Source: an optimization exercise on an open RTL-to-GDS flow (aim: small area and a short achievable clock period). Production flows keep margins and buffers that such runs may drop.
Only simulation tests tie the RTL to the original design; equivalence was not proved.
Power is estimated from default activity; no workload was simulated.

## pipeline
module pipeline(
  input  clk, rst_n,
  input  [31:0] IR ,   
  input  [31:0] D_IN,   
  output [31:0] D_OUT,  
  output [10:0] I_ADDR,
  output [10:0] D_ADDR, 
  output reg im_oen,
  output reg dm_oen,
  output reg dm_wen,
  output reg halt
);
Size in the first run: roughly 5600 cells after synthesis, about 120 I/O pins, about 56000 um^2 of cells after synthesis.
==> flow/config.mk <==
export PLATFORM = sky130hd
export DESIGN_NAME = pipeline
export DESIGN_NICKNAME = pipeline
export VERILOG_FILES = /design/flow/design.v
export SDC_FILE = /design/flow/constraint.sdc
export NUM_CORES = 4
export LEC_CHECK = 0
export CAP_MARGIN = 20
export CORE_MARGIN = 2
export CORE_UTILIZATION = 42
export CTS_CLUSTER_DIAMETER = 90
export CTS_CLUSTER_SIZE = 25
export GPL_ROUTABILITY_DRIVEN = 1
export PLACE_DENSITY = 0.52
export SETUP_SLACK_MARGIN = 5
export SLEW_MARGIN = 20
export SYNTH_HIERARCHICAL = 1
export SYNTH_MINIMUM_KEEP_SIZE = 1
==> flow/constraint.sdc <==
create_clock -name core_clock -period 12.0 [get_ports {clk}]
set_input_delay 2.4000 -clock core_clock [delete_from_list [all_inputs] [get_ports {clk}]]
set_output_delay 2.4000 -clock core_clock [all_outputs]
set_load 0.01 [all_outputs]
standard.sh (not shown) runs the stock make flow with config.mk's settings and CLKGATE_MAP_FILE= SYNTH_SCRIPT=/design/flow/synth_recipe.tcl, a recipe that flattens the netlist after the stock synthesis.
==> flow/flow/run.sh <==
#!/bin/bash
set -euo pipefail
bash standard.sh \
  SETUP_SLACK_MARGIN=6.6 \
  "BUFFER_PORTS_ARGS=-buffer_cell sky130_fd_sc_hd__buf_4" \
  "CTS_ARGS=-sink_clustering_enable -repair_clock_nets -sink_clustering_size 25 -sink_clustering_max_diameter 90 -dont_use_dummy_load" \
  finish > standard_flow.log 2>&1
The baseline completed with no timing, DRC or antenna violations.
Rerun with:
--- a/flow/flow/run.sh
+++ b/flow/flow/run.sh
@@ -4,2 +4,2 @@
-  SETUP_SLACK_MARGIN=6.6 \
-  "BUFFER_PORTS_ARGS=-buffer_cell sky130_fd_sc_hd__buf_4" \
+  SETUP_SLACK_MARGIN=6.5 \
+  "BUFFER_PORTS_ARGS=-buffer_cell sky130_fd_sc_hd__buf_2" \
Settings changed: CAP_MARGIN 20 to 10, CORE_UTILIZATION 42 to 48, PLACE_DENSITY 0.52 to 0.6, SLEW_MARGIN 20 to 10.
Outcome: Design area shrinks by 2.2%; cell count shrinks by 3.9%; sequential power stays flat; setup slack is worse by 110 ps; fmax shrinks by 2.0%; wire length shrinks by 5.8%; global-route usage grows by 3.0 points; flip-flop and latch count stays the same; die area shrinks by 12%.
Rerun with:
Settings changed: CORE_UTILIZATION 48 to 42, PLACE_DENSITY 0.6 to 0.52.
Setup slack gets worse by 70 ps.
Worst hold slack gets worse by 26 ps.
Count of clock-buffer cells in the layout rises by 3.
Die area rises by 14%.
Wire length rises by 4.5%.


== JK ==
pipeline, a different RTL version from the one above (not shown whole).
For scale: about 5600 cells after synthesis, ~120 I/O pins, ~0.057 mm2 of cells after synthesis.
clock: 12.0 ns
lec_check: 0
cap_margin: 10
core_margin: 2
core_utilization: 42
cts_cluster_diameter: 90
cts_cluster_size: 25
gpl_routability_driven: 1
place_density: 0.52
setup_slack_margin: 5
slew_margin: 10
synth_hierarchical: 1
synth_minimum_keep_size: 1
==> flow/flow/run.sh <==
#!/bin/bash
set -euo pipefail
bash standard.sh \
  SETUP_SLACK_MARGIN=6.6 \
  "BUFFER_PORTS_ARGS=-buffer_cell sky130_fd_sc_hd__buf_2" \
  "CTS_ARGS=-sink_clustering_enable -repair_clock_nets -sink_clustering_size 25 -sink_clustering_max_diameter 90 -dont_use_dummy_load" \
  finish > standard_flow.log 2>&1
[inputs] MS vs JK
# JK
export LEC_CHECK = 0
export CAP_MARGIN = 10
export CORE_MARGIN = 2
export CORE_UTILIZATION = 42
export CTS_CLUSTER_DIAMETER = 90
export CTS_CLUSTER_SIZE = 25
export GPL_ROUTABILITY_DRIVEN = 1
export PLACE_DENSITY = 0.52
export SETUP_SLACK_MARGIN = 5
export SLEW_MARGIN = 10
export SYNTH_HIERARCHICAL = 1
export SYNTH_MINIMUM_KEEP_SIZE = 1
create_clock -name core_clock -period 12.0 [get_ports {clk}]
# MS
export LEC_CHECK = 0
export CAP_MARGIN = 10
export CORE_MARGIN = 2
export CORE_UTILIZATION = 48
export CTS_CLUSTER_DIAMETER = 90
export CTS_CLUSTER_SIZE = 25
export GPL_ROUTABILITY_DRIVEN = 1
export PLACE_DENSITY = 0.6
export SETUP_SLACK_MARGIN = 5
export SLEW_MARGIN = 10
export SYNTH_HIERARCHICAL = 1
export SYNTH_MINIMUM_KEEP_SIZE = 1
create_clock -name core_clock -period 12.0 [get_ports {clk}]
==> flow/flow/run.sh <==
#!/bin/bash
set -euo pipefail
bash standard.sh \
  SETUP_SLACK_MARGIN=6.5 \
  "BUFFER_PORTS_ARGS=-buffer_cell sky130_fd_sc_hd__buf_2" \
  "CTS_ARGS=-sink_clustering_enable -repair_clock_nets -sink_clustering_size 25 -sink_clustering_max_diameter 90 -dont_use_dummy_load" \
  finish > standard_flow.log 2>&1
Notes after the runs:
- Setup WNS JK -> MS: worse
- The higher utilization of JK and MS is in MS.
- [diff] total non-filler cell area in the finished layout, MS relative to JK: improvement
diff inputs: MS => AL
# MS
export LEC_CHECK = 0
export CAP_MARGIN = 10
export CORE_MARGIN = 2
export CORE_UTILIZATION = 48
export CTS_CLUSTER_DIAMETER = 90
export CTS_CLUSTER_SIZE = 25
export GPL_ROUTABILITY_DRIVEN = 1
export PLACE_DENSITY = 0.6
export SETUP_SLACK_MARGIN = 5
export SLEW_MARGIN = 10
export SYNTH_HIERARCHICAL = 1
export SYNTH_MINIMUM_KEEP_SIZE = 1
create_clock -name core_clock -period 12.0 [get_ports {clk}]
# AL
export LEC_CHECK = 0
export CAP_MARGIN = 20
export CORE_MARGIN = 2
export CORE_UTILIZATION = 35
export CTS_CLUSTER_DIAMETER = 90
export CTS_CLUSTER_SIZE = 25
export GPL_ROUTABILITY_DRIVEN = 1
export PLACE_DENSITY = 0.45
export SETUP_SLACK_MARGIN = 5
export SLEW_MARGIN = 20
export SYNTH_HIERARCHICAL = 1
export SYNTH_MINIMUM_KEEP_SIZE = 1
create_clock -name core_clock -period 12.0 [get_ports {clk}]
==> flow/flow/run.sh <==
#!/bin/bash
set -euo pipefail
bash standard.sh \
  SETUP_SLACK_MARGIN=6.6 \
  "BUFFER_PORTS_ARGS=-buffer_cell sky130_fd_sc_hd__buf_4" \
  "CTS_ARGS=-sink_clustering_enable -repair_clock_nets -sink_clustering_size 25 -sink_clustering_max_diameter 90 -dont_use_dummy_load" \
  finish > standard_flow.log 2>&1
## What came out
Re worst max-slew margin expressed relative to the limit: AL is 1.7 points up on MS.
Going from MS to AL, fraction of area in multi-input gates shrinks by 1.5 points.
Tap cell instance count was lower in the run labelled MS.
Compared MS against AL; combinational cell fraction of total power within noise.
AL against MS: setup slack climbed 76 ps; clock power up 14%.
Edits applied to the flow inputs when going from AL to TR:
# AL
export LEC_CHECK = 0
export CAP_MARGIN = 20
export CORE_MARGIN = 2
export CORE_UTILIZATION = 35
export CTS_CLUSTER_DIAMETER = 90
export CTS_CLUSTER_SIZE = 25
export GPL_ROUTABILITY_DRIVEN = 1
export PLACE_DENSITY = 0.45
export SETUP_SLACK_MARGIN = 5
export SLEW_MARGIN = 20
export SYNTH_HIERARCHICAL = 1
export SYNTH_MINIMUM_KEEP_SIZE = 1
create_clock -name core_clock -period 12.0 [get_ports {clk}]
# TR
export LEC_CHECK = 0
export CAP_MARGIN = 20
export CORE_MARGIN = 2
export CORE_UTILIZATION = 48
export CTS_CLUSTER_DIAMETER = 90
export CTS_CLUSTER_SIZE = 25
export GPL_ROUTABILITY_DRIVEN = 1
export PLACE_DENSITY = 0.6
export SETUP_SLACK_MARGIN = 5
export SLEW_MARGIN = 20
export SYNTH_HIERARCHICAL = 1
export SYNTH_MINIMUM_KEEP_SIZE = 1
create_clock -name core_clock -period 12.0 [get_ports {clk}]
Findings:
In summary, TR completed successfully, with a layout that passed the timing, DRC and antenna checks. Lower power dissipated in the clock network among TR and AL: TR. Between TR and AL, the difference in worst hold margin is negligible. In TR relative to AL, sum of routed wire length over all layers had gone down by a little under 10%.


pipeline, a different RTL version from the one above (not shown whole).
Size in the first run: ~5700 cells after synthesis, ~120 I/O pins.
export LEC_CHECK = 0
export CAP_MARGIN = 10
export CORE_MARGIN = 2
export CORE_UTILIZATION = 42
export CTS_CLUSTER_DIAMETER = 90
export CTS_CLUSTER_SIZE = 25
export GPL_ROUTABILITY_DRIVEN = 1
export PLACE_DENSITY = 0.52
export SETUP_SLACK_MARGIN = 5
export SLEW_MARGIN = 10
export SYNTH_HIERARCHICAL = 1
export SYNTH_MINIMUM_KEEP_SIZE = 1
create_clock -name core_clock -period 12.0 [get_ports {clk}]
==> flow/flow/run.sh <==
#!/bin/bash
set -euo pipefail
bash standard.sh \
  SETUP_SLACK_MARGIN=7.3 \
  "BUFFER_PORTS_ARGS=-buffer_cell sky130_fd_sc_hd__buf_2" \
  "CTS_ARGS=-sink_clustering_enable -repair_clock_nets -sink_clustering_size 25 -sink_clustering_max_diameter 90 -dont_use_dummy_load" \
  finish > standard_flow.log 2>&1
Rerun with:
--- a/flow/flow/run.sh
+++ b/flow/flow/run.sh
@@ -3,3 +3,3 @@
 bash standard.sh \
-  SETUP_SLACK_MARGIN=7.3 \
+  SETUP_SLACK_MARGIN=6.9 \
   "BUFFER_PORTS_ARGS=-buffer_cell sky130_fd_sc_hd__buf_2" \
Wire length went down by a few percent. Hold slack got worse by 17 ps. Power went down slightly. Global-route usage went down by 0.70 points. Die area is unchanged. Clock-buffer cell count does not change. Fmax went down slightly. Via count went down slightly. Register-to-register slack got worse by 110 ps. Core utilization went down by 1.0 points. Sequential cell count stays the same.
Rerun with:
--- a/flow/flow/run.sh
+++ b/flow/flow/run.sh
@@ -3,3 +3,3 @@
 bash standard.sh \
-  SETUP_SLACK_MARGIN=6.9 \
+  SETUP_SLACK_MARGIN=6.5 \
   "BUFFER_PORTS_ARGS=-buffer_cell sky130_fd_sc_hd__buf_2" \
Final cell count fell by about 0.35%.
Global-route usage rose by 0.63 points.
Routed wire length rose by 1.2%.
Combinational power fell by about 2%.
First-iteration DRC count fell by 3.1%.
Worst hold slack got worse by 27 ps.
Fmax fell by about 6%.


## the baseline
Starting RTL as in the previous note.
clock: 12.0 ns
lec_check: 0
cap_margin: 10
core_margin: 2
core_utilization: 42
cts_cluster_diameter: 90
cts_cluster_size: 25
gpl_routability_driven: 1
place_density: 0.52
setup_slack_margin: 5
slew_margin: 10
synth_hierarchical: 1
synth_minimum_keep_size: 1
==> flow/flow/run.sh <==
#!/bin/bash
set -euo pipefail
bash standard.sh \
  SETUP_SLACK_MARGIN=6.7 \
  "BUFFER_PORTS_ARGS=-buffer_cell sky130_fd_sc_hd__buf_2" \
  "CTS_ARGS=-sink_clustering_enable -repair_clock_nets -sink_clustering_size 25 -sink_clustering_max_diameter 90 -dont_use_dummy_load" \
  finish > standard_flow.log 2>&1
Per the final summary, the baseline finished and its layout is clean on timing, DRC and antenna.
#### Input delta (the candidate over the baseline)
-- flow/flow/run.sh --
<<< the baseline, line 3
bash standard.sh \
  SETUP_SLACK_MARGIN=6.7 \
  "BUFFER_PORTS_ARGS=-buffer_cell sky130_fd_sc_hd__buf_2" \
>>> the candidate, line 3
bash standard.sh \
  SETUP_SLACK_MARGIN=7.1 \
  "BUFFER_PORTS_ARGS=-buffer_cell sky130_fd_sc_hd__buf_2" \
### Flow results
The baseline -> the candidate: count of cell instances traversed by the critical path delta 0, exact match. Sort the candidate and the baseline by power, descending, and the candidate comes first. On clock network fraction of total power, the candidate and the baseline are neck and neck. Going from the baseline to the candidate, internal power went up 0.018 mW, final area went up about 2%.


RTL: one of the versions met above, not the one the previous note started from.
For scale: about 0.057 mm² of cells after synthesis.
==> flow/config.mk <==
export PLATFORM = sky130hd
export DESIGN_NAME = pipeline
export DESIGN_NICKNAME = pipeline
export VERILOG_FILES = /design/flow/design.v
export SDC_FILE = /design/flow/constraint.sdc
export NUM_CORES = 4
export LEC_CHECK = 0
export CAP_MARGIN = 10
export CORE_MARGIN = 2
export CORE_UTILIZATION = 42
export CTS_CLUSTER_DIAMETER = 90
export CTS_CLUSTER_SIZE = 25
export GPL_ROUTABILITY_DRIVEN = 1
export PLACE_DENSITY = 0.52
export SETUP_SLACK_MARGIN = 5
export SLEW_MARGIN = 10
export SYNTH_HIERARCHICAL = 1
export SYNTH_MINIMUM_KEEP_SIZE = 1
==> flow/constraint.sdc <==
create_clock -name core_clock -period 12.0 [get_ports {clk}]
set_input_delay 2.4000 -clock core_clock [delete_from_list [all_inputs] [get_ports {clk}]]
set_output_delay 2.4000 -clock core_clock [all_outputs]
set_load 0.01 [all_outputs]
==> flow/flow/run.sh <==
#!/bin/bash
set -euo pipefail
bash standard.sh \
  SETUP_SLACK_MARGIN=6.8 \
  "BUFFER_PORTS_ARGS=-buffer_cell sky130_fd_sc_hd__buf_2" \
  "CTS_ARGS=-sink_clustering_enable -repair_clock_nets -sink_clustering_size 25 -sink_clustering_max_diameter 90 -dont_use_dummy_load" \
  finish > standard_flow.log 2>&1
The starting point passed the timing, DRC and antenna checks.
==> next run, changes <==
--- a/flow/flow/run.sh
+++ b/flow/flow/run.sh
@@ -4 +4 @@
-  SETUP_SLACK_MARGIN=6.8 \
+  SETUP_SLACK_MARGIN=6.5 \
The new run finished with timing, DRC and antenna clean.
Final area falls by about 1.7%.
Wire length rises by 0.61%.
Power falls by about 0.65%.
Sequential share of layout area rises by 0.64 points.
Clock skew falls by 44 ps.
Fmax falls by about 2.3%.
Worst setup slack got worse by 130 ps.

==> port drivers added, routing unchanged <==
Ports are ideal in the flow. The routed layouts listed here were re-timed in OpenROAD. Step 1 sets driving cells, clkbuf_16 on the clock port and buf_2 on the other inputs (assumed; they add their load-dependent delay and slew). Step 2 adds t to the input delays and takes it off the output delays; t is the mean of the earliest and latest rising clock arrival at the registers after step 1. Input paths then give back, and output paths get back, about the clock's delay inside the block. Three values: ideal ports, drivers, drivers and shift; two values: the first two.
run | t, ns | slack for setup (ns) | hold WS [ns]
the first run of note 1 | 0.786 | 6.558 / 6.473 / 6.042 | 0.359 / 0.359 / 0.359
the second run of note 1 | 0.777 | 6.448 / 6.368 / 6.059 | 0.416 / 0.416 / 0.416
the third run of note 1 | 0.792 | 6.378 / 6.293 / 6.198 | 0.390 / 0.390 / 0.390
JK | 0.790 | 6.553 / 6.463 / 6.228 | 0.415 / 0.415 / 0.415
MS | 0.792 | 6.457 / 6.370 / 6.132 | 0.395 / 0.395 / 0.395
AL | 0.790 | 6.533 / 6.445 / 6.043 | 0.416 / 0.416 / 0.416
TR | 0.791 | 6.516 / 6.435 / 6.197 | 0.414 / 0.414 / 0.414
the first run of note 3 | 0.798 | 6.765 / 6.683 / 6.337 | 0.441 / 0.441 / 0.441
the second run of note 3 | 0.785 | 6.705 / 6.619 / 6.385 | 0.424 / 0.424 / 0.424
the third run of note 3 | 0.800 | 6.385 / 6.297 / 6.342 | 0.397 / 0.397 / 0.397
the baseline | 0.796 | 6.686 / 6.601 / 6.381 | 0.432 / 0.432 / 0.432
the candidate | 0.794 | 6.718 / 6.628 / 6.438 | 0.423 / 0.423 / 0.423
the first run of note 5 | 0.798 | 6.590 / 6.502 / 6.081 | 0.383 / 0.383 / 0.383
the second run of note 5 | 0.785 | 6.462 / 6.379 / 6.206 | 0.406 / 0.406 / 0.406
After both steps setup and hold are still met in every run listed. The setup slack of the first run of note 1, which loses most, moves by -0.085 ns with the drivers and by -0.516 ns with both steps.
